From an optimization exercise on the open Yosys and OpenROAD flow, aimed at small area, a short achievable clock period and few clock cycles per item; shortcuts taken in it are not production practice.
RTL that was checked went through simulation tests only; none was proved equivalent to the original.
For run 2, only the layout was checked, not whether the RTL still works.

==> flow/design.v, too long to show whole: its modules and the start of the top module <==
// module mult: 2240 lines
// module mult_bsel: 10 lines
// module mult_fa: 10 lines
// module mult_ha: 9 lines
module mult #(
    parameter int INPUT_WIDTH = 32,
    parameter bit IS_SIGNED   = 1'b0
) (
    input logic aclk,
    input logic arst_n,
    input  logic [              1:0] in_tvalid,
    output logic [              1:0] in_tready,
    input  logic [2*INPUT_WIDTH-1:0] in_tdata,
    output logic                     out_tvalid,
    input  logic                     out_tready,
    output logic [2*INPUT_WIDTH-1:0] out_tdata
);
  // ...
==> flow/run.sh <==
#!/bin/bash
# synth_recipe.tcl (not shown) runs the flow's synth.tcl, then flattens the netlist and writes it again
# the make line also repeats each setting of config.mk as NAME=value (left out here)
make -C /OpenROAD-flow-scripts/flow DESIGN_CONFIG=/design/flow/config.mk WORK_HOME=/design/flow/orfs CLKGATE_MAP_FILE= SYNTH_SCRIPT=/design/flow/synth_recipe.tcl finish
==> flow/config.mk <==
export PLATFORM = sky130hd
export DESIGN_NAME = mult
export DESIGN_NICKNAME = mult
export VERILOG_FILES = /design/flow/design.v
export SDC_FILE = /design/flow/constraint.sdc
export NUM_CORES = 4
export LEC_CHECK = 0
export ABC_AREA = 0
export CAP_MARGIN = 20
export CORE_MARGIN = 2
export CORE_UTILIZATION = 40
export PLACE_DENSITY = 0.6
export SETUP_SLACK_MARGIN = 5
export SLEW_MARGIN = 20
export SYNTH_HIERARCHICAL = 1
==> flow/constraint.sdc <==
create_clock -name core_clock -period 11.0 [get_ports {aclk}]
set_input_delay 2.2000 -clock core_clock [delete_from_list [all_inputs] [get_ports {aclk}]]
set_output_delay 2.2000 -clock core_clock [all_outputs]
set_load 0.01 [all_outputs]
==> qor.log, run 1 <==
INFO  setup_path     critical_register_to_register_path_startpoint=a[12]
INFO  setup_path     critical_path.max_fanout=5
INFO  synth          ys_top_cells_by_count=sky130_fd_sc_hd__xnor2_1, sky130_fd_sc_hd__a22oi_2, sky130_fd_sc_hd__fa_1, sky130_fd_sc_hd__edfxtp_1, sky130_fd_sc_hd__ha_1
INFO  floorplanning  die_height=287um
INFO  setup_path     crit_required=8.80ns
INFO  cts            htree_levels=1
INFO  min_path       min-delay-start=v1_r
INFO  synth          synthesis.area_per_instance=13.0um^2
INFO  global_route   number_of_antenna_violations_at_the_first_check_in_global_routing=5
INFO  place          finalWeightedCongestion=0.954
INFO  global_route   global_route.usage.met2=0.429
INFO  cts            tritoncts=done
INFO  floorplanning  io_pins=136
INFO  layout         seqAreaFraction=0.170
INFO  timing         timing.final.hold_violations=0
INFO  route          wirelength=114,000um
INFO  setup_path     cp.buffers_inverters=3
INFO  setup_path     worstSetupPathType=register to output pin
INFO  layout         reg_top3=s_r x64, c_r x63, a x32
INFO  synth          synth_area_leaders=sky130_fd_sc_hd__fa_1, sky130_fd_sc_hd__a22oi_2, sky130_fd_sc_hd__edfxtp_1, sky130_fd_sc_hd__xnor2_1, sky130_fd_sc_hd__ha_1
INFO  min_path       timing.hold.worst.class=register to register
INFO  layout         layout.cells.largest_class=multi-input gates
INFO  outcome        run_status=complete, no violations
INFO  min_path       hold_path_end=v2_r
INFO  setup_path     cp-end-kind=output pin
INFO  setup_path     path_delay_family=compound AO/OA/AOI/OAI gates
INFO  timing         max_slew_margin=0.348
INFO  timing         timing.hold.ws=0.610ns
INFO  synth          number_of_warning_messages_in_the_yosys_log=7
INFO  timing         worst_pin_slew=0.978ns
INFO  synth          synthMostInstantiatedCell=sky130_fd_sc_hd__xnor2_1
INFO  route          num_vias=24,100
INFO  cts            hold_buffers=0
INFO  floorplanning  start_util=0.405
INFO  synth          multiplexer_share_of_the_synthesized_area=0.000351
INFO  layout         total_area_of_multi_input_combinational_cells=26,100um^2
INFO  synth          ys_seq_area_frac=0.195
INFO  synth          compound_cell_area_share_of_the_yosys_netlist=0.256
INFO  setup_path     register_to_register_path_setup_slack=6.06ns
Testbench counts, summed over its fixed seeds: cycles 3,216, items 3,200.
==> run 2: changes to the inputs <==
--- a/flow/design.v
+++ b/flow/design.v
@@ -11,21 +11,20 @@
     input  logic                     out_tready,
     output logic [2*INPUT_WIDTH-1:0] out_tdata
 );
-    logic v1_r, v2_r;
+    logic v1_r, v2_r;       
+    logic room_r;           
     logic en1, en2;
     assign en2 = out_tready || !v2_r;
-    assign en1 = en2 || !v1_r;
+    assign en1 = out_tready || room_r;
     assign in_tready[0] = en1 && in_tvalid[1];
     assign in_tready[1] = en1 && in_tvalid[0];
     logic [31:0] a;
-    logic [15:0] one;
-    logic [15:0] two;
-    logic [15:0] neg;
-    logic [0:0] btop;
+    logic [15:0] one, two, neg;
+    logic btop;
     logic [15:0] one_n, two_n, neg_n;
     always_comb begin
-        one_n[0] = in_tdata[32] ^ 1'b0;
-        two_n[0] = (in_tdata[33] & ~in_tdata[32] & ~1'b0) | (~in_tdata[33] & in_tdata[32] & 1'b0);
+        one_n[0] = in_tdata[32];
+        two_n[0] = in_tdata[33] & ~in_tdata[32];
         neg_n[0] = in_tdata[33];
         one_n[1] = in_tdata[34] ^ in_tdata[33];
         two_n[1] = (in_tdata[35] & ~in_tdata[34] & ~in_tdata[33]) | (~in_tdata[35] & in_tdata[34] & in_tdata[33]);
@@ -73,8 +72,7 @@
         two_n[15] = (in_tdata[63] & ~in_tdata[62] & ~in_tdata[61]) | (~in_tdata[63] & in_tdata[62] & in_tdata[61]);
         neg_n[15] = in_tdata[63];
     end
-    wire pp0_0;
-    mult_bsel u_pp0_0 (.one(one[0]), .two(two[0]), .neg(neg[0]), .a1(a[0]), .a0(1'b0), .pp(pp0_0));
+    wire pp0_0 = (one[0] & a[0]) ^ neg[0];
     wire pp0_1;
     mult_bsel u_pp0_1 (.one(one[0]), .two(two[0]), .neg(neg[0]), .a1(a[1]), .a0(a[0]), .pp(pp0_1));
     wire pp0_2;
@@ -137,10 +135,8 @@
     mult_bsel u_pp0_30 (.one(one[0]), .two(two[0]), .neg(neg[0]), .a1(a[30]), .a0(a[29]), .pp(pp0_30));
     wire pp0_31;
     mult_bsel u_pp0_31 (.one(one[0]), .two(two[0]), .neg(neg[0]), .a1(a[31]), .a0(a[30]), .pp(pp0_31));
-    wire pp0_32;
-    mult_bsel u_pp0_32 (.one(one[0]), .two(two[0]), .neg(neg[0]), .a1(1'b0), .a0(a[31]), .pp(pp0_32));
-    wire pp1_0;
-    mult_bsel u_pp1_0 (.one(one[1]), .two(two[1]), .neg(neg[1]), .a1(a[0]), .a0(1'b0), .pp(pp1_0));
+    wire pp0_32 = (two[0] & a[31]) ^ neg[0];
+    wire pp1_0 = (one[1] & a[0]) ^ neg[1];
     wire pp1_1;
     mult_bsel u_pp1_1 (.one(one[1]), .two(two[1]), .neg(neg[1]), .a1(a[1]), .a0(a[0]), .pp(pp1_1));
     wire pp1_2;
@@ -203,10 +199,8 @@
     mult_bsel u_pp1_30 (.one(one[1]), .two(two[1]), .neg(neg[1]), .a1(a[30]), .a0(a[29]), .pp(pp1_30));
     wire pp1_31;
     mult_bsel u_pp1_31 (.one(one[1]), .two(two[1]), .neg(neg[1]), .a1(a[31]), .a0(a[30]), .pp(pp1_31));
-    wire pp1_32;
-    mult_bsel u_pp1_32 (.one(one[1]), .two(two[1]), .neg(neg[1]), .a1(1'b0), .a0(a[31]), .pp(pp1_32));
-    wire pp2_0;
-    mult_bsel u_pp2_0 (.one(one[2]), .two(two[2]), .neg(neg[2]), .a1(a[0]), .a0(1'b0), .pp(pp2_0));
+    wire pp1_32 = (two[1] & a[31]) ^ neg[1];
+    wire pp2_0 = (one[2] & a[0]) ^ neg[2];
     wire pp2_1;
     mult_bsel u_pp2_1 (.one(one[2]), .two(two[2]), .neg(neg[2]), .a1(a[1]), .a0(a[0]), .pp(pp2_1));
     wire pp2_2;
@@ -269,10 +263,8 @@
     mult_bsel u_pp2_30 (.one(one[2]), .two(two[2]), .neg(neg[2]), .a1(a[30]), .a0(a[29]), .pp(pp2_30));
     wire pp2_31;
     mult_bsel u_pp2_31 (.one(one[2]), .two(two[2]), .neg(neg[2]), .a1(a[31]), .a0(a[30]), .pp(pp2_31));
-    wire pp2_32;
-    mult_bsel u_pp2_32 (.one(one[2]), .two(two[2]), .neg(neg[2]), .a1(1'b0), .a0(a[31]), .pp(pp2_32));
-    wire pp3_0;
-    mult_bsel u_pp3_0 (.one(one[3]), .two(two[3]), .neg(neg[3]), .a1(a[0]), .a0(1'b0), .pp(pp3_0));
+    wire pp2_32 = (two[2] & a[31]) ^ neg[2];
+    wire pp3_0 = (one[3] & a[0]) ^ neg[3];
     wire pp3_1;
     mult_bsel u_pp3_1 (.one(one[3]), .two(two[3]), .neg(neg[3]), .a1(a[1]), .a0(a[0]), .pp(pp3_1));
     wire pp3_2;
@@ -335,10 +327,8 @@
     mult_bsel u_pp3_30 (.one(one[3]), .two(two[3]), .neg(neg[3]), .a1(a[30]), .a0(a[29]), .pp(pp3_30));
     wire pp3_31;
     mult_bsel u_pp3_31 (.one(one[3]), .two(two[3]), .neg(neg[3]), .a1(a[31]), .a0(a[30]), .pp(pp3_31));
-    wire pp3_32;
-    mult_bsel u_pp3_32 (.one(one[3]), .two(two[3]), .neg(neg[3]), .a1(1'b0), .a0(a[31]), .pp(pp3_32));
-    wire pp4_0;
-    mult_bsel u_pp4_0 (.one(one[4]), .two(two[4]), .neg(neg[4]), .a1(a[0]), .a0(1'b0), .pp(pp4_0));
+    wire pp3_32 = (two[3] & a[31]) ^ neg[3];
+    wire pp4_0 = (one[4] & a[0]) ^ neg[4];
     wire pp4_1;
     mult_bsel u_pp4_1 (.one(one[4]), .two(two[4]), .neg(neg[4]), .a1(a[1]), .a0(a[0]), .pp(pp4_1));
     wire pp4_2;
@@ -401,10 +391,8 @@
     mult_bsel u_pp4_30 (.one(one[4]), .two(two[4]), .neg(neg[4]), .a1(a[30]), .a0(a[29]), .pp(pp4_30));
     wire pp4_31;
     mult_bsel u_pp4_31 (.one(one[4]), .two(two[4]), .neg(neg[4]), .a1(a[31]), .a0(a[30]), .pp(pp4_31));
-    wire pp4_32;
-    mult_bsel u_pp4_32 (.one(one[4]), .two(two[4]), .neg(neg[4]), .a1(1'b0), .a0(a[31]), .pp(pp4_32));
-    wire pp5_0;
-    mult_bsel u_pp5_0 (.one(one[5]), .two(two[5]), .neg(neg[5]), .a1(a[0]), .a0(1'b0), .pp(pp5_0));
+    wire pp4_32 = (two[4] & a[31]) ^ neg[4];
+    wire pp5_0 = (one[5] & a[0]) ^ neg[5];
     wire pp5_1;
     mult_bsel u_pp5_1 (.one(one[5]), .two(two[5]), .neg(neg[5]), .a1(a[1]), .a0(a[0]), .pp(pp5_1));
     wire pp5_2;
@@ -467,10 +455,8 @@
     mult_bsel u_pp5_30 (.one(one[5]), .two(two[5]), .neg(neg[5]), .a1(a[30]), .a0(a[29]), .pp(pp5_30));
     wire pp5_31;
     mult_bsel u_pp5_31 (.one(one[5]), .two(two[5]), .neg(neg[5]), .a1(a[31]), .a0(a[30]), .pp(pp5_31));
-    wire pp5_32;
-    mult_bsel u_pp5_32 (.one(one[5]), .two(two[5]), .neg(neg[5]), .a1(1'b0), .a0(a[31]), .pp(pp5_32));
-    wire pp6_0;
-    mult_bsel u_pp6_0 (.one(one[6]), .two(two[6]), .neg(neg[6]), .a1(a[0]), .a0(1'b0), .pp(pp6_0));
+    wire pp5_32 = (two[5] & a[31]) ^ neg[5];
+    wire pp6_0 = (one[6] & a[0]) ^ neg[6];
     wire pp6_1;
     mult_bsel u_pp6_1 (.one(one[6]), .two(two[6]), .neg(neg[6]), .a1(a[1]), .a0(a[0]), .pp(pp6_1));
     wire pp6_2;
@@ -533,10 +519,8 @@
     mult_bsel u_pp6_30 (.one(one[6]), .two(two[6]), .neg(neg[6]), .a1(a[30]), .a0(a[29]), .pp(pp6_30));
     wire pp6_31;
     mult_bsel u_pp6_31 (.one(one[6]), .two(two[6]), .neg(neg[6]), .a1(a[31]), .a0(a[30]), .pp(pp6_31));
-    wire pp6_32;
-    mult_bsel u_pp6_32 (.one(one[6]), .two(two[6]), .neg(neg[6]), .a1(1'b0), .a0(a[31]), .pp(pp6_32));
-    wire pp7_0;
-    mult_bsel u_pp7_0 (.one(one[7]), .two(two[7]), .neg(neg[7]), .a1(a[0]), .a0(1'b0), .pp(pp7_0));
+    wire pp6_32 = (two[6] & a[31]) ^ neg[6];
+    wire pp7_0 = (one[7] & a[0]) ^ neg[7];
     wire pp7_1;
     mult_bsel u_pp7_1 (.one(one[7]), .two(two[7]), .neg(neg[7]), .a1(a[1]), .a0(a[0]), .pp(pp7_1));
     wire pp7_2;
@@ -599,10 +583,8 @@
     mult_bsel u_pp7_30 (.one(one[7]), .two(two[7]), .neg(neg[7]), .a1(a[30]), .a0(a[29]), .pp(pp7_30));
     wire pp7_31;
     mult_bsel u_pp7_31 (.one(one[7]), .two(two[7]), .neg(neg[7]), .a1(a[31]), .a0(a[30]), .pp(pp7_31));
-    wire pp7_32;
-    mult_bsel u_pp7_32 (.one(one[7]), .two(two[7]), .neg(neg[7]), .a1(1'b0), .a0(a[31]), .pp(pp7_32));
-    wire pp8_0;
-    mult_bsel u_pp8_0 (.one(one[8]), .two(two[8]), .neg(neg[8]), .a1(a[0]), .a0(1'b0), .pp(pp8_0));
+    wire pp7_32 = (two[7] & a[31]) ^ neg[7];
+    wire pp8_0 = (one[8] & a[0]) ^ neg[8];
     wire pp8_1;
     mult_bsel u_pp8_1 (.one(one[8]), .two(two[8]), .neg(neg[8]), .a1(a[1]), .a0(a[0]), .pp(pp8_1));
     wire pp8_2;
@@ -665,10 +647,8 @@
     mult_bsel u_pp8_30 (.one(one[8]), .two(two[8]), .neg(neg[8]), .a1(a[30]), .a0(a[29]), .pp(pp8_30));
     wire pp8_31;
     mult_bsel u_pp8_31 (.one(one[8]), .two(two[8]), .neg(neg[8]), .a1(a[31]), .a0(a[30]), .pp(pp8_31));
-    wire pp8_32;
-    mult_bsel u_pp8_32 (.one(one[8]), .two(two[8]), .neg(neg[8]), .a1(1'b0), .a0(a[31]), .pp(pp8_32));
-    wire pp9_0;
-    mult_bsel u_pp9_0 (.one(one[9]), .two(two[9]), .neg(neg[9]), .a1(a[0]), .a0(1'b0), .pp(pp9_0));
+    wire pp8_32 = (two[8] & a[31]) ^ neg[8];
+    wire pp9_0 = (one[9] & a[0]) ^ neg[9];
     wire pp9_1;
     mult_bsel u_pp9_1 (.one(one[9]), .two(two[9]), .neg(neg[9]), .a1(a[1]), .a0(a[0]), .pp(pp9_1));
     wire pp9_2;
@@ -731,10 +711,8 @@
     mult_bsel u_pp9_30 (.one(one[9]), .two(two[9]), .neg(neg[9]), .a1(a[30]), .a0(a[29]), .pp(pp9_30));
     wire pp9_31;
     mult_bsel u_pp9_31 (.one(one[9]), .two(two[9]), .neg(neg[9]), .a1(a[31]), .a0(a[30]), .pp(pp9_31));
-    wire pp9_32;
-    mult_bsel u_pp9_32 (.one(one[9]), .two(two[9]), .neg(neg[9]), .a1(1'b0), .a0(a[31]), .pp(pp9_32));
-    wire pp10_0;
-    mult_bsel u_pp10_0 (.one(one[10]), .two(two[10]), .neg(neg[10]), .a1(a[0]), .a0(1'b0), .pp(pp10_0));
+    wire pp9_32 = (two[9] & a[31]) ^ neg[9];
+    wire pp10_0 = (one[10] & a[0]) ^ neg[10];
     wire pp10_1;
     mult_bsel u_pp10_1 (.one(one[10]), .two(two[10]), .neg(neg[10]), .a1(a[1]), .a0(a[0]), .pp(pp10_1));
     wire pp10_2;
@@ -797,10 +775,8 @@
     mult_bsel u_pp10_30 (.one(one[10]), .two(two[10]), .neg(neg[10]), .a1(a[30]), .a0(a[29]), .pp(pp10_30));
     wire pp10_31;
     mult_bsel u_pp10_31 (.one(one[10]), .two(two[10]), .neg(neg[10]), .a1(a[31]), .a0(a[30]), .pp(pp10_31));
-    wire pp10_32;
-    mult_bsel u_pp10_32 (.one(one[10]), .two(two[10]), .neg(neg[10]), .a1(1'b0), .a0(a[31]), .pp(pp10_32));
-    wire pp11_0;
-    mult_bsel u_pp11_0 (.one(one[11]), .two(two[11]), .neg(neg[11]), .a1(a[0]), .a0(1'b0), .pp(pp11_0));
+    wire pp10_32 = (two[10] & a[31]) ^ neg[10];
+    wire pp11_0 = (one[11] & a[0]) ^ neg[11];
     wire pp11_1;
     mult_bsel u_pp11_1 (.one(one[11]), .two(two[11]), .neg(neg[11]), .a1(a[1]), .a0(a[0]), .pp(pp11_1));
     wire pp11_2;
@@ -863,10 +839,8 @@
     mult_bsel u_pp11_30 (.one(one[11]), .two(two[11]), .neg(neg[11]), .a1(a[30]), .a0(a[29]), .pp(pp11_30));
     wire pp11_31;
     mult_bsel u_pp11_31 (.one(one[11]), .two(two[11]), .neg(neg[11]), .a1(a[31]), .a0(a[30]), .pp(pp11_31));
-    wire pp11_32;
-    mult_bsel u_pp11_32 (.one(one[11]), .two(two[11]), .neg(neg[11]), .a1(1'b0), .a0(a[31]), .pp(pp11_32));
-    wire pp12_0;
-    mult_bsel u_pp12_0 (.one(one[12]), .two(two[12]), .neg(neg[12]), .a1(a[0]), .a0(1'b0), .pp(pp12_0));
+    wire pp11_32 = (two[11] & a[31]) ^ neg[11];
+    wire pp12_0 = (one[12] & a[0]) ^ neg[12];
     wire pp12_1;
     mult_bsel u_pp12_1 (.one(one[12]), .two(two[12]), .neg(neg[12]), .a1(a[1]), .a0(a[0]), .pp(pp12_1));
     wire pp12_2;
@@ -929,10 +903,8 @@
     mult_bsel u_pp12_30 (.one(one[12]), .two(two[12]), .neg(neg[12]), .a1(a[30]), .a0(a[29]), .pp(pp12_30));
     wire pp12_31;
     mult_bsel u_pp12_31 (.one(one[12]), .two(two[12]), .neg(neg[12]), .a1(a[31]), .a0(a[30]), .pp(pp12_31));
-    wire pp12_32;
-    mult_bsel u_pp12_32 (.one(one[12]), .two(two[12]), .neg(neg[12]), .a1(1'b0), .a0(a[31]), .pp(pp12_32));
-    wire pp13_0;
-    mult_bsel u_pp13_0 (.one(one[13]), .two(two[13]), .neg(neg[13]), .a1(a[0]), .a0(1'b0), .pp(pp13_0));
+    wire pp12_32 = (two[12] & a[31]) ^ neg[12];
+    wire pp13_0 = (one[13] & a[0]) ^ neg[13];
     wire pp13_1;
     mult_bsel u_pp13_1 (.one(one[13]), .two(two[13]), .neg(neg[13]), .a1(a[1]), .a0(a[0]), .pp(pp13_1));
     wire pp13_2;
@@ -995,10 +967,8 @@
     mult_bsel u_pp13_30 (.one(one[13]), .two(two[13]), .neg(neg[13]), .a1(a[30]), .a0(a[29]), .pp(pp13_30));
     wire pp13_31;
     mult_bsel u_pp13_31 (.one(one[13]), .two(two[13]), .neg(neg[13]), .a1(a[31]), .a0(a[30]), .pp(pp13_31));
-    wire pp13_32;
-    mult_bsel u_pp13_32 (.one(one[13]), .two(two[13]), .neg(neg[13]), .a1(1'b0), .a0(a[31]), .pp(pp13_32));
-    wire pp14_0;
-    mult_bsel u_pp14_0 (.one(one[14]), .two(two[14]), .neg(neg[14]), .a1(a[0]), .a0(1'b0), .pp(pp14_0));
+    wire pp13_32 = (two[13] & a[31]) ^ neg[13];
+    wire pp14_0 = (one[14] & a[0]) ^ neg[14];
     wire pp14_1;
     mult_bsel u_pp14_1 (.one(one[14]), .two(two[14]), .neg(neg[14]), .a1(a[1]), .a0(a[0]), .pp(pp14_1));
     wire pp14_2;
@@ -1061,10 +1031,8 @@
     mult_bsel u_pp14_30 (.one(one[14]), .two(two[14]), .neg(neg[14]), .a1(a[30]), .a0(a[29]), .pp(pp14_30));
     wire pp14_31;
     mult_bsel u_pp14_31 (.one(one[14]), .two(two[14]), .neg(neg[14]), .a1(a[31]), .a0(a[30]), .pp(pp14_31));
-    wire pp14_32;
-    mult_bsel u_pp14_32 (.one(one[14]), .two(two[14]), .neg(neg[14]), .a1(1'b0), .a0(a[31]), .pp(pp14_32));
-    wire pp15_0;
-    mult_bsel u_pp15_0 (.one(one[15]), .two(two[15]), .neg(neg[15]), .a1(a[0]), .a0(1'b0), .pp(pp15_0));
+    wire pp14_32 = (two[14] & a[31]) ^ neg[14];
+    wire pp15_0 = (one[15] & a[0]) ^ neg[15];
     wire pp15_1;
     mult_bsel u_pp15_1 (.one(one[15]), .two(two[15]), .neg(neg[15]), .a1(a[1]), .a0(a[0]), .pp(pp15_1));
     wire pp15_2;
@@ -1127,72 +1095,39 @@
     mult_bsel u_pp15_30 (.one(one[15]), .two(two[15]), .neg(neg[15]), .a1(a[30]), .a0(a[29]), .pp(pp15_30));
     wire pp15_31;
     mult_bsel u_pp15_31 (.one(one[15]), .two(two[15]), .neg(neg[15]), .a1(a[31]), .a0(a[30]), .pp(pp15_31));
-    wire pp15_32;
-    mult_bsel u_pp15_32 (.one(one[15]), .two(two[15]), .neg(neg[15]), .a1(1'b0), .a0(a[31]), .pp(pp15_32));
-    wire pp16_0;
-    assign pp16_0 = btop & a[0];
-    wire pp16_1;
-    assign pp16_1 = btop & a[1];
-    wire pp16_2;
-    assign pp16_2 = btop & a[2];
-    wire pp16_3;
-    assign pp16_3 = btop & a[3];
-    wire pp16_4;
-    assign pp16_4 = btop & a[4];
-    wire pp16_5;
-    assign pp16_5 = btop & a[5];
-    wire pp16_6;
-    assign pp16_6 = btop & a[6];
-    wire pp16_7;
-    assign pp16_7 = btop & a[7];
-    wire pp16_8;
-    assign pp16_8 = btop & a[8];
-    wire pp16_9;
-    assign pp16_9 = btop & a[9];
-    wire pp16_10;
-    assign pp16_10 = btop & a[10];
-    wire pp16_11;
-    assign pp16_11 = btop & a[11];
-    wire pp16_12;
-    assign pp16_12 = btop & a[12];
-    wire pp16_13;
-    assign pp16_13 = btop & a[13];
-    wire pp16_14;
-    assign pp16_14 = btop & a[14];
-    wire pp16_15;
-    assign pp16_15 = btop & a[15];
-    wire pp16_16;
-    assign pp16_16 = btop & a[16];
-    wire pp16_17;
-    assign pp16_17 = btop & a[17];
-    wire pp16_18;
-    assign pp16_18 = btop & a[18];
-    wire pp16_19;
-    assign pp16_19 = btop & a[19];
-    wire pp16_20;
-    assign pp16_20 = btop & a[20];
-    wire pp16_21;
-    assign pp16_21 = btop & a[21];
-    wire pp16_22;
-    assign pp16_22 = btop & a[22];
-    wire pp16_23;
-    assign pp16_23 = btop & a[23];
-    wire pp16_24;
-    assign pp16_24 = btop & a[24];
-    wire pp16_25;
-    assign pp16_25 = btop & a[25];
-    wire pp16_26;
-    assign pp16_26 = btop & a[26];
-    wire pp16_27;
-    assign pp16_27 = btop & a[27];
-    wire pp16_28;
-    assign pp16_28 = btop & a[28];
-    wire pp16_29;
-    assign pp16_29 = btop & a[29];
-    wire pp16_30;
-    assign pp16_30 = btop & a[30];
-    wire pp16_31;
-    assign pp16_31 = btop & a[31];
+    wire pp15_32 = (two[15] & a[31]) ^ neg[15];
+    wire pp16_0 = btop & a[0];
+    wire pp16_1 = btop & a[1];
+    wire pp16_2 = btop & a[2];
+    wire pp16_3 = btop & a[3];
+    wire pp16_4 = btop & a[4];
+    wire pp16_5 = btop & a[5];
+    wire pp16_6 = btop & a[6];
+    wire pp16_7 = btop & a[7];
+    wire pp16_8 = btop & a[8];
+    wire pp16_9 = btop & a[9];
+    wire pp16_10 = btop & a[10];
+    wire pp16_11 = btop & a[11];
+    wire pp16_12 = btop & a[12];
+    wire pp16_13 = btop & a[13];
+    wire pp16_14 = btop & a[14];
+    wire pp16_15 = btop & a[15];
+    wire pp16_16 = btop & a[16];
+    wire pp16_17 = btop & a[17];
+    wire pp16_18 = btop & a[18];
+    wire pp16_19 = btop & a[19];
+    wire pp16_20 = btop & a[20];
+    wire pp16_21 = btop & a[21];
+    wire pp16_22 = btop & a[22];
+    wire pp16_23 = btop & a[23];
+    wire pp16_24 = btop & a[24];
+    wire pp16_25 = btop & a[25];
+    wire pp16_26 = btop & a[26];
+    wire pp16_27 = btop & a[27];
+    wire pp16_28 = btop & a[28];
+    wire pp16_29 = btop & a[29];
+    wire pp16_30 = btop & a[30];
+    wire pp16_31 = btop & a[31];
     wire hs1, hc2;
     mult_ha u_hs1 (.a(neg[1]), .b(pp0_2), .s(hs1), .co(hc2));
     wire hs3, hc4;
@@ -1204,7 +1139,7 @@
     wire fs9, fc10;
     mult_fa u_fs9 (.a(pp0_5), .b(pp1_3), .c(pp2_1), .s(fs9), .co(fc10));
     wire hs11, hc12;
-    mult_ha u_hs11 (.a(fc6), .b(hc8), .s(hs11), .co(hc12));
+    mult_ha u_hs11 (.a(hc8), .b(fc6), .s(hs11), .co(hc12));
     wire fs13, fc14;
     mult_fa u_fs13 (.a(neg[3]), .b(pp0_6), .c(pp1_4), .s(fs13), .co(fc14));
     wire fs15, fc16;
@@ -1216,7 +1151,7 @@
     wire fs21, fc22;
     mult_fa u_fs21 (.a(pp3_1), .b(fc14), .c(fs19), .s(fs21), .co(fc22));
     wire hs23, hc24;
-    mult_ha u_hs23 (.a(fc16), .b(hc18), .s(hs23), .co(hc24));
+    mult_ha u_hs23 (.a(hc18), .b(fc16), .s(hs23), .co(hc24));
     wire fs25, fc26;
     mult_fa u_fs25 (.a(neg[4]), .b(pp0_8), .c(pp1_6), .s(fs25), .co(fc26));
     wire fs27, fc28;
@@ -1352,7 +1287,7 @@
     wire fs157, fc158;
     mult_fa u_fs157 (.a(fc138), .b(fs151), .c(fs153), .s(fs157), .co(fc158));
     wire fs159, fc160;
-    mult_fa u_fs159 (.a(fc140), .b(fs155), .c(fs157), .s(fs159), .co(fc160));
+    mult_fa u_fs159 (.a(fs155), .b(fc140), .c(fs157), .s(fs159), .co(fc160));
     wire hs161, hc162;
     mult_ha u_hs161 (.a(fc142), .b(fs159), .s(hs161), .co(hc162));
     wire fs163, fc164;
@@ -1430,7 +1365,7 @@
     wire fs235, fc236;
     mult_fa u_fs235 (.a(fc210), .b(fc212), .c(fs229), .s(fs235), .co(fc236));
     wire fs237, fc238;
-    mult_fa u_fs237 (.a(fs231), .b(fc214), .c(fs233), .s(fs237), .co(fc238));
+    mult_fa u_fs237 (.a(fs231), .b(fs233), .c(fc214), .s(fs237), .co(fc238));
     wire fs239, fc240;
     mult_fa u_fs239 (.a(fs235), .b(fc216), .c(fs237), .s(fs239), .co(fc240));
     wire hs241, hc242;
@@ -1452,7 +1387,7 @@
     wire fs257, fc258;
     mult_fa u_fs257 (.a(fc232), .b(fs251), .c(fs253), .s(fs257), .co(fc258));
     wire fs259, fc260;
-    mult_fa u_fs259 (.a(fc234), .b(fc236), .c(fs255), .s(fs259), .co(fc260));
+    mult_fa u_fs259 (.a(fc234), .b(fs255), .c(fc236), .s(fs259), .co(fc260));
     wire fs261, fc262;
     mult_fa u_fs261 (.a(fs257), .b(fc238), .c(fs259), .s(fs261), .co(fc262));
     wire hs263, hc264;
@@ -1550,9 +1485,9 @@
     wire fs355, fc356;
     mult_fa u_fs355 (.a(fc326), .b(fc328), .c(fs347), .s(fs355), .co(fc356));
     wire fs357, fc358;
-    mult_fa u_fs357 (.a(fs349), .b(fs351), .c(fc330), .s(fs357), .co(fc358));
+    mult_fa u_fs357 (.a(fs349), .b(fs351), .c(fs353), .s(fs357), .co(fc358));
     wire fs359, fc360;
-    mult_fa u_fs359 (.a(fs353), .b(fc332), .c(fs355), .s(fs359), .co(fc360));
+    mult_fa u_fs359 (.a(fc330), .b(fc332), .c(fs355), .s(fs359), .co(fc360));
     wire fs361, fc362;
     mult_fa u_fs361 (.a(fc334), .b(fs357), .c(fs359), .s(fs361), .co(fc362));
     wire hs363, hc364;
@@ -1578,9 +1513,9 @@
     wire fs383, fc384;
     mult_fa u_fs383 (.a(fc352), .b(fs375), .c(fs377), .s(fs383), .co(fc384));
     wire fs385, fc386;
-    mult_fa u_fs385 (.a(fs379), .b(fc354), .c(fc356), .s(fs385), .co(fc386));
+    mult_fa u_fs385 (.a(fs379), .b(fc354), .c(fs381), .s(fs385), .co(fc386));
     wire fs387, fc388;
-    mult_fa u_fs387 (.a(fs381), .b(fs383), .c(fc358), .s(fs387), .co(fc388));
+    mult_fa u_fs387 (.a(fc356), .b(fs383), .c(fc358), .s(fs387), .co(fc388));
     wire fs389, fc390;
     mult_fa u_fs389 (.a(fc360), .b(fs385), .c(fs387), .s(fs389), .co(fc390));
     wire hs391, hc392;
@@ -1666,7 +1601,7 @@
     wire fs471, fc472;
     mult_fa u_fs471 (.a(fs461), .b(fs463), .c(fs465), .s(fs471), .co(fc472));
     wire fs473, fc474;
-    mult_fa u_fs473 (.a(fc440), .b(fs467), .c(fc442), .s(fs473), .co(fc474));
+    mult_fa u_fs473 (.a(fs467), .b(fc440), .c(fc442), .s(fs473), .co(fc474));
     wire fs475, fc476;
     mult_fa u_fs475 (.a(fs469), .b(fs471), .c(fc444), .s(fs475), .co(fc476));
     wire fs477, fc478;
@@ -1814,9 +1749,9 @@
     wire fs619, fc620;
     mult_fa u_fs619 (.a(fc586), .b(fc588), .c(fs611), .s(fs619), .co(fc620));
     wire fs621, fc622;
-    mult_fa u_fs621 (.a(fs613), .b(fs615), .c(fc590), .s(fs621), .co(fc622));
+    mult_fa u_fs621 (.a(fs613), .b(fs615), .c(fs617), .s(fs621), .co(fc622));
     wire fs623, fc624;
-    mult_fa u_fs623 (.a(fc592), .b(fs617), .c(fs619), .s(fs623), .co(fc624));
+    mult_fa u_fs623 (.a(fc590), .b(fc592), .c(fs619), .s(fs623), .co(fc624));
     wire fs625, fc626;
     mult_fa u_fs625 (.a(fc594), .b(fc596), .c(fs621), .s(fs625), .co(fc626));
     wire fs627, fc628;
@@ -1844,7 +1779,7 @@
     wire fs649, fc650;
     mult_fa u_fs649 (.a(fs641), .b(fs643), .c(fc618), .s(fs649), .co(fc650));
     wire fs651, fc652;
-    mult_fa u_fs651 (.a(fc620), .b(fs645), .c(fs647), .s(fs651), .co(fc652));
+    mult_fa u_fs651 (.a(fs645), .b(fc620), .c(fs647), .s(fs651), .co(fc652));
     wire fs653, fc654;
     mult_fa u_fs653 (.a(fc622), .b(fs649), .c(fc624), .s(fs653), .co(fc654));
     wire fs655, fc656;
@@ -1870,7 +1805,7 @@
     wire fs675, fc676;
     mult_fa u_fs675 (.a(fs667), .b(fs669), .c(fc646), .s(fs675), .co(fc676));
     wire fs677, fc678;
-    mult_fa u_fs677 (.a(fc648), .b(fs671), .c(fs673), .s(fs677), .co(fc678));
+    mult_fa u_fs677 (.a(fs671), .b(fc648), .c(fs673), .s(fs677), .co(fc678));
     wire fs679, fc680;
     mult_fa u_fs679 (.a(fc650), .b(fs675), .c(fc652), .s(fs679), .co(fc680));
     wire fs681, fc682;
@@ -1944,9 +1879,9 @@
     wire fs749, fc750;
     mult_fa u_fs749 (.a(fc722), .b(fs741), .c(fs743), .s(fs749), .co(fc750));
     wire fs751, fc752;
-    mult_fa u_fs751 (.a(fs745), .b(fc724), .c(fc726), .s(fs751), .co(fc752));
+    mult_fa u_fs751 (.a(fs745), .b(fs747), .c(fc724), .s(fs751), .co(fc752));
     wire fs753, fc754;
-    mult_fa u_fs753 (.a(fs747), .b(fs749), .c(fc728), .s(fs753), .co(fc754));
+    mult_fa u_fs753 (.a(fc726), .b(fs749), .c(fc728), .s(fs753), .co(fc754));
     wire fs755, fc756;
     mult_fa u_fs755 (.a(fs751), .b(fc730), .c(fs753), .s(fs755), .co(fc756));
     wire fs757, fc758;
@@ -1966,9 +1901,9 @@
     wire fs771, fc772;
     mult_fa u_fs771 (.a(fc744), .b(fc746), .c(fs765), .s(fs771), .co(fc772));
     wire fs773, fc774;
-    mult_fa u_fs773 (.a(fs767), .b(fc748), .c(fc750), .s(fs773), .co(fc774));
+    mult_fa u_fs773 (.a(fs767), .b(fc748), .c(fs769), .s(fs773), .co(fc774));
     wire fs775, fc776;
-    mult_fa u_fs775 (.a(fs769), .b(fs771), .c(fc752), .s(fs775), .co(fc776));
+    mult_fa u_fs775 (.a(fc750), .b(fs771), .c(fc752), .s(fs775), .co(fc776));
     wire fs777, fc778;
     mult_fa u_fs777 (.a(fs773), .b(fc754), .c(fs775), .s(fs777), .co(fc778));
     wire fs779, fc780;
@@ -2030,7 +1965,7 @@
     wire fs835, fc836;
     mult_fa u_fs835 (.a(fc812), .b(fs829), .c(fs831), .s(fs835), .co(fc836));
     wire fs837, fc838;
-    mult_fa u_fs837 (.a(fc814), .b(fs833), .c(fc816), .s(fs837), .co(fc838));
+    mult_fa u_fs837 (.a(fs833), .b(fc814), .c(fc816), .s(fs837), .co(fc838));
     wire fs839, fc840;
     mult_fa u_fs839 (.a(fs835), .b(fc818), .c(fs837), .s(fs839), .co(fc840));
     wire fs841, fc842;
@@ -2126,9 +2061,9 @@
     wire fs931, fc932;
     mult_fa u_fs931 (.a(fs925), .b(fs927), .c(fc914), .s(fs931), .co(fc932));
     wire fs933, fc934;
-    mult_fa u_fs933 (.a(fc916), .b(fs929), .c(fc918), .s(fs933), .co(fc934));
+    mult_fa u_fs933 (.a(fc916), .b(fs929), .c(fs931), .s(fs933), .co(fc934));
     wire fs935, fc936;
-    mult_fa u_fs935 (.a(fs931), .b(fc920), .c(fs933), .s(fs935), .co(fc936));
+    mult_fa u_fs935 (.a(fc918), .b(fc920), .c(fs933), .s(fs935), .co(fc936));
     wire fs937, fc938;
     mult_fa u_fs937 (.a(pp11_30), .b(pp12_28), .c(pp13_26), .s(fs937), .co(fc938));
     wire fs939, fc940;
@@ -2180,7 +2115,7 @@
     wire fs985, fc986;
     mult_fa u_fs985 (.a(fc974), .b(fs981), .c(fc976), .s(fs985), .co(fc986));
     wire fs987, fc988;
-    mult_fa u_fs987 (.a(fs983), .b(fc978), .c(fs985), .s(fs987), .co(fc988));
+    mult_fa u_fs987 (.a(fs983), .b(fs985), .c(fc978), .s(fs987), .co(fc988));
     wire fs989, fc990;
     mult_fa u_fs989 (.a(~neg[12]), .b(pp12_32), .c(pp13_31), .s(fs989), .co(fc990));
     wire fs991, fc992;
@@ -2215,28 +2150,35 @@
     mult_fa u_fs1019 (.a(~neg[15]), .b(pp15_32), .c(pp16_31), .s(fs1019), .co(fc1020));
     wire [63:0] rs = {fc1018, fc1016, fc1012, fc1008, fc1002, fc996, fc988, fc980, fc970, fc960, fc948, fc936, fc922, fc908, fc892, fc876, fc858, fc840, fc820, fc800, fc778, fc756, fc732, fc708, fc682, fc656, fc628, fc600, fc570, fc540, fc510, hc480, hc450, hc420, hc392, fs389, hc338, hc312, hc288, hc264, hc242, hc220, hc200, hc180, fs177, hc144, hc128, hc112, hc98, hc84, fs81, hc60, hc50, fs47, fs37, hc24, fs21, fs15, fs9, fs5, hc2, pp1_0, pp0_1, neg[0]};
     wire [63:0] rc = {fs1019, fs1017, fs1015, fs1011, fs1007, fs1001, fs995, fs987, fs979, fs969, fs959, fs947, fs935, fs921, fs907, fs891, fs875, fs857, fs839, fs819, fs799, fs777, fs755, fs731, fs707, fs681, fs655, fs627, fs599, fs569, fs539, fs509, hs479, hs449, hs419, hs391, hs363, hs337, hs311, hs287, hs263, hs241, hs219, hs199, hs179, hs161, hs143, hs127, hs111, hs97, hs83, hs71, hs59, hs49, hs39, hs31, hs23, hs17, hs11, hs7, hs3, hs1, 1'b0, pp0_0};
-    logic [63:0] s_r, c_r;
+    wire [20:0] lo_sum = {1'b0, rs[19:0]} + {1'b0, rc[19:0]};
+    logic [19:0] lo_r;
+    logic lc_r;
+    logic [63:20] s_r, c_r;
     always_ff @(posedge aclk) begin
         if (en1) begin
-            a <= in_tdata[31:0];
-            one <= one_n;
-            two <= two_n;
-            neg <= neg_n;
+            a    <= in_tdata[31:0];
+            one  <= one_n;
+            two  <= two_n;
+            neg  <= neg_n;
             btop <= in_tdata[63];
             v1_r <= &in_tvalid;
         end
         if (en2) begin
-            s_r  <= rs;
-            c_r  <= rc;
+            lo_r <= lo_sum[19:0];
+            lc_r <= lo_sum[20];
+            s_r  <= rs[63:20];
+            c_r  <= rc[63:20];
             v2_r <= v1_r;
         end
+        room_r <= !((en1 ? &in_tvalid : v1_r) && (en2 ? v1_r : v2_r));
         if (!arst_n) begin
-            v1_r <= 1'b0;
-            v2_r <= 1'b0;
+            v1_r   <= 1'b0;
+            v2_r   <= 1'b0;
+            room_r <= 1'b1;
         end
     end
     assign out_tvalid = v2_r;
-    assign out_tdata  = s_r + c_r;
+    assign out_tdata  = {s_r + c_r + {{(43){1'b0}}, lc_r}, lo_r};
 endmodule
 module mult_bsel (
     input  logic one,
==> flow/flow/run.sh (new file) <==
#!/bin/bash
# The standard layout with three changes to how it is made:
#  - flow/downsize.tcl (before floorplan) sets every combinational cell to the
#    smallest drive strength of its function; the repair steps size up what
#    the placed loads and timing need,
#  - buffers that synthesis inserted are removed at floorplan (the repair
#    steps buffer the placed nets instead),
#  - the timing repair keeps SETUP_SLACK_MARGIN ns of setup slack, so it
#    aims below the clock period.
# make's output goes to flow_make.log; each ORFS step logs under orfs/logs.
set -euo pipefail
here=$(pwd)
bash standard.sh SETUP_SLACK_MARGIN=6.2 REMOVE_ABC_BUFFERS=1 \
  PRE_FLOORPLAN_TCL="$here/flow/downsize.tcl" finish > flow_make.log 2>&1
==> flow/flow/downsize.tcl (new file) <==
# Before floorplan: give every combinational cell the smallest drive strength
# of its function, so that repair_design and repair_timing size up only the
# cells that the placed design's loads and timing need. Registers, clock
# buffers, tie cells and physical cells are left as synthesis made them.
set dont_use {}
if {[info exists ::env(DONT_USE_CELLS)]} { set dont_use $::env(DONT_USE_CELLS) }
set db [ord::get_db]
set smallest [dict create]
foreach lib [$db getLibs] {
  foreach m [$lib getMasters] {
    set n [$m getName]
    if {![regexp {^(sky130_fd_sc_hd__[a-z0-9]+)_([0-9]+)$} $n -> base drv]} { continue }
    set skip 0
    foreach pat $dont_use { if {[string match $pat $n]} { set skip 1 } }
    if {$skip} { continue }
    set area [expr {[$m getWidth] * [$m getHeight]}]
    if {![dict exists $smallest $base] || $area < [lindex [dict get $smallest $base] 1]} {
      dict set smallest $base [list $m $area]
    }
  }
}
set swapped 0
foreach inst [[ord::get_db_block] getInsts] {
  set m [$inst getMaster]
  set n [$m getName]
  if {![regexp {^(sky130_fd_sc_hd__([a-z0-9]+))_([0-9]+)$} $n -> base short drv]} { continue }
  if {[regexp {^(df|edf|sdf|dl|clk|conb|tap|fill|decap|diode|lpflow)} $short]} { continue }
  if {![dict exists $smallest $base]} { continue }
  set new [lindex [dict get $smallest $base] 0]
  if {$new ne $m && [$new getName] ne $n} {
    if {[$inst swapMaster $new]} { incr swapped }
  }
}
puts "downsize: $swapped cells set to their smallest drive strength"
==> flow/standard.sh (new file) <==
#!/bin/bash
# synth_recipe.tcl (not shown) runs the flow's synth.tcl, then flattens the netlist and writes it again
# the make line also repeats each setting of config.mk as NAME=value (left out here)
make -C /OpenROAD-flow-scripts/flow DESIGN_CONFIG=/design/flow/config.mk WORK_HOME=/design/flow/orfs CLKGATE_MAP_FILE= SYNTH_SCRIPT=/design/flow/synth_recipe.tcl "${@:-finish}"
--- a/flow/config.mk
+++ b/flow/config.mk
@@ -10,6 +10,5 @@
 export CORE_MARGIN = 2
 export CORE_UTILIZATION = 40
 export PLACE_DENSITY = 0.6
-export SETUP_SLACK_MARGIN = 5
 export SLEW_MARGIN = 20
 export SYNTH_HIERARCHICAL = 1
removed: flow/run.sh
==> run 2 against run 1 <==
Still clean. Synthesized cell count fell by 5.8%. Non-clock buffer count rose by 35. Critical endpoint is now out_tdata[60]. Highest routed layer unchanged.
==> qor.log, run 2 <==
INFO  route          num_vias=22,900 [was 24,100]
INFO  cts            clock_sinks=192 [was 209]
INFO  setup_path     critical_path.max_fanout=2 [was 5]
INFO  floorplanning  die_height=269um [was 287 um]
INFO  timing         fmax=172MHz [was 168 MHz]
INFO  setup_path     crit_path_start_kind=register [unchanged]
INFO  flow_run       max_cap_viol_count=0 [unchanged]
INFO  route          drt_drc_violations_left=0 [unchanged]
INFO  layout         layout-drive-gt1-share=0.118 [was 0.267]
INFO  cts            cts.root.buffer_cell=sky130_fd_sc_hd__clkbuf_16 [unchanged]
INFO  cts            tritoncts=done [unchanged]
INFO  timing         final.setup.tns=0ns [unchanged]
INFO  place          place.port_buffers=135 [unchanged]
INFO  route          drt-pass1-iter-count=8 [was 6]
INFO  floorplanning  start_util=0.402 [was 0.405]
INFO  place          dpl_cell_area=31,200um^2 [was 35,400 um^2]
INFO  timing         timing.final.hold_violations=0 [unchanged]
INFO  cts            hold_buffers=0 [unchanged]
INFO  cts            htree_levels=4 [was 1]
INFO  floorplanning  io_pins=136 [unchanged]
INFO  floorplanning  core-area=69,800um^2 [was 79,300 um^2]
INFO  timing         final_critical_path_required_period=5.83ns [was 5.94 ns]
INFO  layout         design.final.nets=3,261 [was 3,391]
INFO  global_route   grt_first_pass_wirelength=153,000um [was 170,000 um]
INFO  cts            num_cts_buffers=17 [was 24]
INFO  layout         layout.core_utilization=0.476 [was 0.464]
INFO  timing         max_slew_margin=0.325 [was 0.348]
INFO  timing         rsz_0062_raised_after_global_routing=yes [unchanged]
INFO  setup_path     crit_required=8.80ns [about the same]
INFO  timing         max_slew_violation_count=0 [unchanged]
INFO  layout         layout_commonest_cell=sky130_fd_sc_hd__xnor2_1 [unchanged]
INFO  route          avgViaCountPerCell=6.40 [was 6.32]
INFO  setup_path     critPathArrivalTime=3.63ns [was 3.74 ns]
INFO  global_route   grt.total_usage=0.285 [was 0.276]
INFO  setup_path     worstSetupPathType=register to output pin [unchanged]
INFO  cts            clkSlewWorstSetupHoldPaths=0.08ns [was 0.07 ns]
INFO  global_route   grt_start_max_net_pins=81 [was 79]
INFO  setup_path     cp-end-kind=output pin [unchanged]
INFO  floorplanning  placement_rows=97 [was 103]
INFO  place          post-place-cells=3,478 [was 3,747]
INFO  cts            clk-insertion-delay-late=0.52ns [was 0.59 ns]
INFO  timing         timing.hold.ws=0.500ns [was 0.610 ns]
INFO  layout         reg_top3=c_r x44, s_r x44, a x32 [was s_r x64, c_r x63, a x32]
INFO  global_route   grt_overflow_total=0 [unchanged]
INFO  timing         timing.clock.skew=0.0262ns [was 0.0192 ns]
INFO  global_route   first_global_vias=24,900 [was 26,200]
INFO  cts            cts_max_path_buffers=2 [was 3]
INFO  layout         finalInstanceArea=33,200um^2 [was 36,800 um^2]
INFO  synth          postSynthCellCount=2,334 [was 2,477]
INFO  timing         worst_pin_slew=1.01ns [was 0.978 ns]
INFO  layout         finalNonFillerCells=3,574 [was 3,817]
INFO  timing         final_cycle_share=0.530 [was 0.540]
INFO  outcome        run_status=complete, no violations [unchanged]
INFO  floorplanning  die_area=72,300um^2 [was 82,600 um^2]
INFO  floorplanning  fp.dieW=269um [was 287 um]
INFO  global_route   number_of_antenna_violations_at_the_first_check_in_global_routing=3 [was 5]
INFO  timing         final.setup.worst_slack=5.17ns [was 5.06 ns]
INFO  place          dp_hpwl=59,300um [was 68,800 um]
INFO  place          finalWeightedCongestion=0.920 [was 0.954]
INFO  place          dpl_worst_slack=4.72ns [was 4.80 ns]
INFO  timing         setup_violations=0 [unchanged]
INFO  synth          number_of_warning_messages_in_the_yosys_log=7 [unchanged]
INFO  route          wirelength=103,000um [was 114,000 um]
INFO  route          dr.first_iter.drc_count=3,021 [was 2,423]
INFO  route          route.detailed.wl_per_inst=28.7um [was 30.0 um]
INFO  route          ant_nets=0 [unchanged]
INFO  layout         layout.cells.most_common_list=sky130_fd_sc_hd__xnor2_1, sky130_fd_sc_hd__a22oi_1, sky130_fd_sc_hd__fa_1 [was sky130_fd_sc_hd__xnor2_1, sky130_fd_sc_hd__a22oi_2, sky130_fd_sc_hd__fa_1]
INFO  min_path       timing.hold.worst.class=register to register [unchanged]
-- run 2: area by class of cell --
cell class | instances | area (um^2)
Fill cell | 6244 | 36600
Multi-Input combinational cell | 2080 | 22700
Sequential cell | 192 | 5740
Timing Repair Buffer | 278 | 2800
Tap cell | 940 | 1180
Clock buffer | 18 | 429
Inverter | 49 | 188
Clock inverter | 14 | 166
Antenna cell | 3 | 7.51
-- run 2: worst max-delay path, cell delays in order, from the launching register on --
cell and delay, ns:
sky130_fd_sc_hd__edfxtp_1 0.41, sky130_fd_sc_hd__fa_2 0.41, sky130_fd_sc_hd__inv_2 0.07, sky130_fd_sc_hd__fa_2 0.20
sky130_fd_sc_hd__nand2b_4 0.14, sky130_fd_sc_hd__a21oi_4 0.07, sky130_fd_sc_hd__o21ba_4 0.22, sky130_fd_sc_hd__o2111ai_4 0.27
sky130_fd_sc_hd__a31oi_4 0.16, sky130_fd_sc_hd__a221o_1 0.37, sky130_fd_sc_hd__buf_6 0.15, sky130_fd_sc_hd__a311oi_4 0.23
sky130_fd_sc_hd__o21ai_1 0.12, sky130_fd_sc_hd__xor2_1 0.14, sky130_fd_sc_hd__buf_2 0.15
-- run 2: timing repair --
action	CTS	global route
endpoints found under the setup margin	49	48
pin swaps	41	35
resized for setup	313	135
setup buffers	39	18
gates cloned	0	4
-- run 2: final timing paths --
check	from	to	slack (ns)	cells after the start
worst max-delay path	c_r[20]	out_tdata[60]	5.17	14
worst min-delay path	v1_r	room_r	0.50	1
worst max register to register	a[25]	c_r[32]	6.21	10
worst min register to register	v1_r	room_r	0.50	1
-- run 2: metal layers --
| metal | vias up | part of all wire | track usage |
|---|---|---|---|
| li1 | 9135 | - | - |
| met5 | - | 0.00019 | 0 |
| met3 | 426 | 0.13 | 0.0867 |
| met4 | 2 | 0.053 | 0.147 |
| met1 | 11500 | 0.38 | 0.365 |
| met2 | 1790 | 0.44 | 0.435 |

-- what the ideal ports hide --
In the flow no input, the clock included, has a driving cell. The finished layouts below were timed again as built, in two steps.
Step 1 assumes that a clkbuf_16 drives the clock port and a buf_2 every other input.
Step 2 moves the port delays by t, midway between the first and last clock arrival at a register: inputs arrive t later, outputs are due t later. That takes back most of the time a late clock gives input paths.
Three values: no drivers, after step 1, after step 2; two values: the first two.
run | t (ns) | setup slack, ns | hold WS [ns]
run 1 | 0.635 | 5.060 / 5.000 / 5.074 | 0.610 / 0.610 / 0.610
run 2 | 0.566 | 5.174 / 5.113 / 5.679 | 0.500 / 0.500 / 0.500
After both steps every run listed still meets setup and hold.
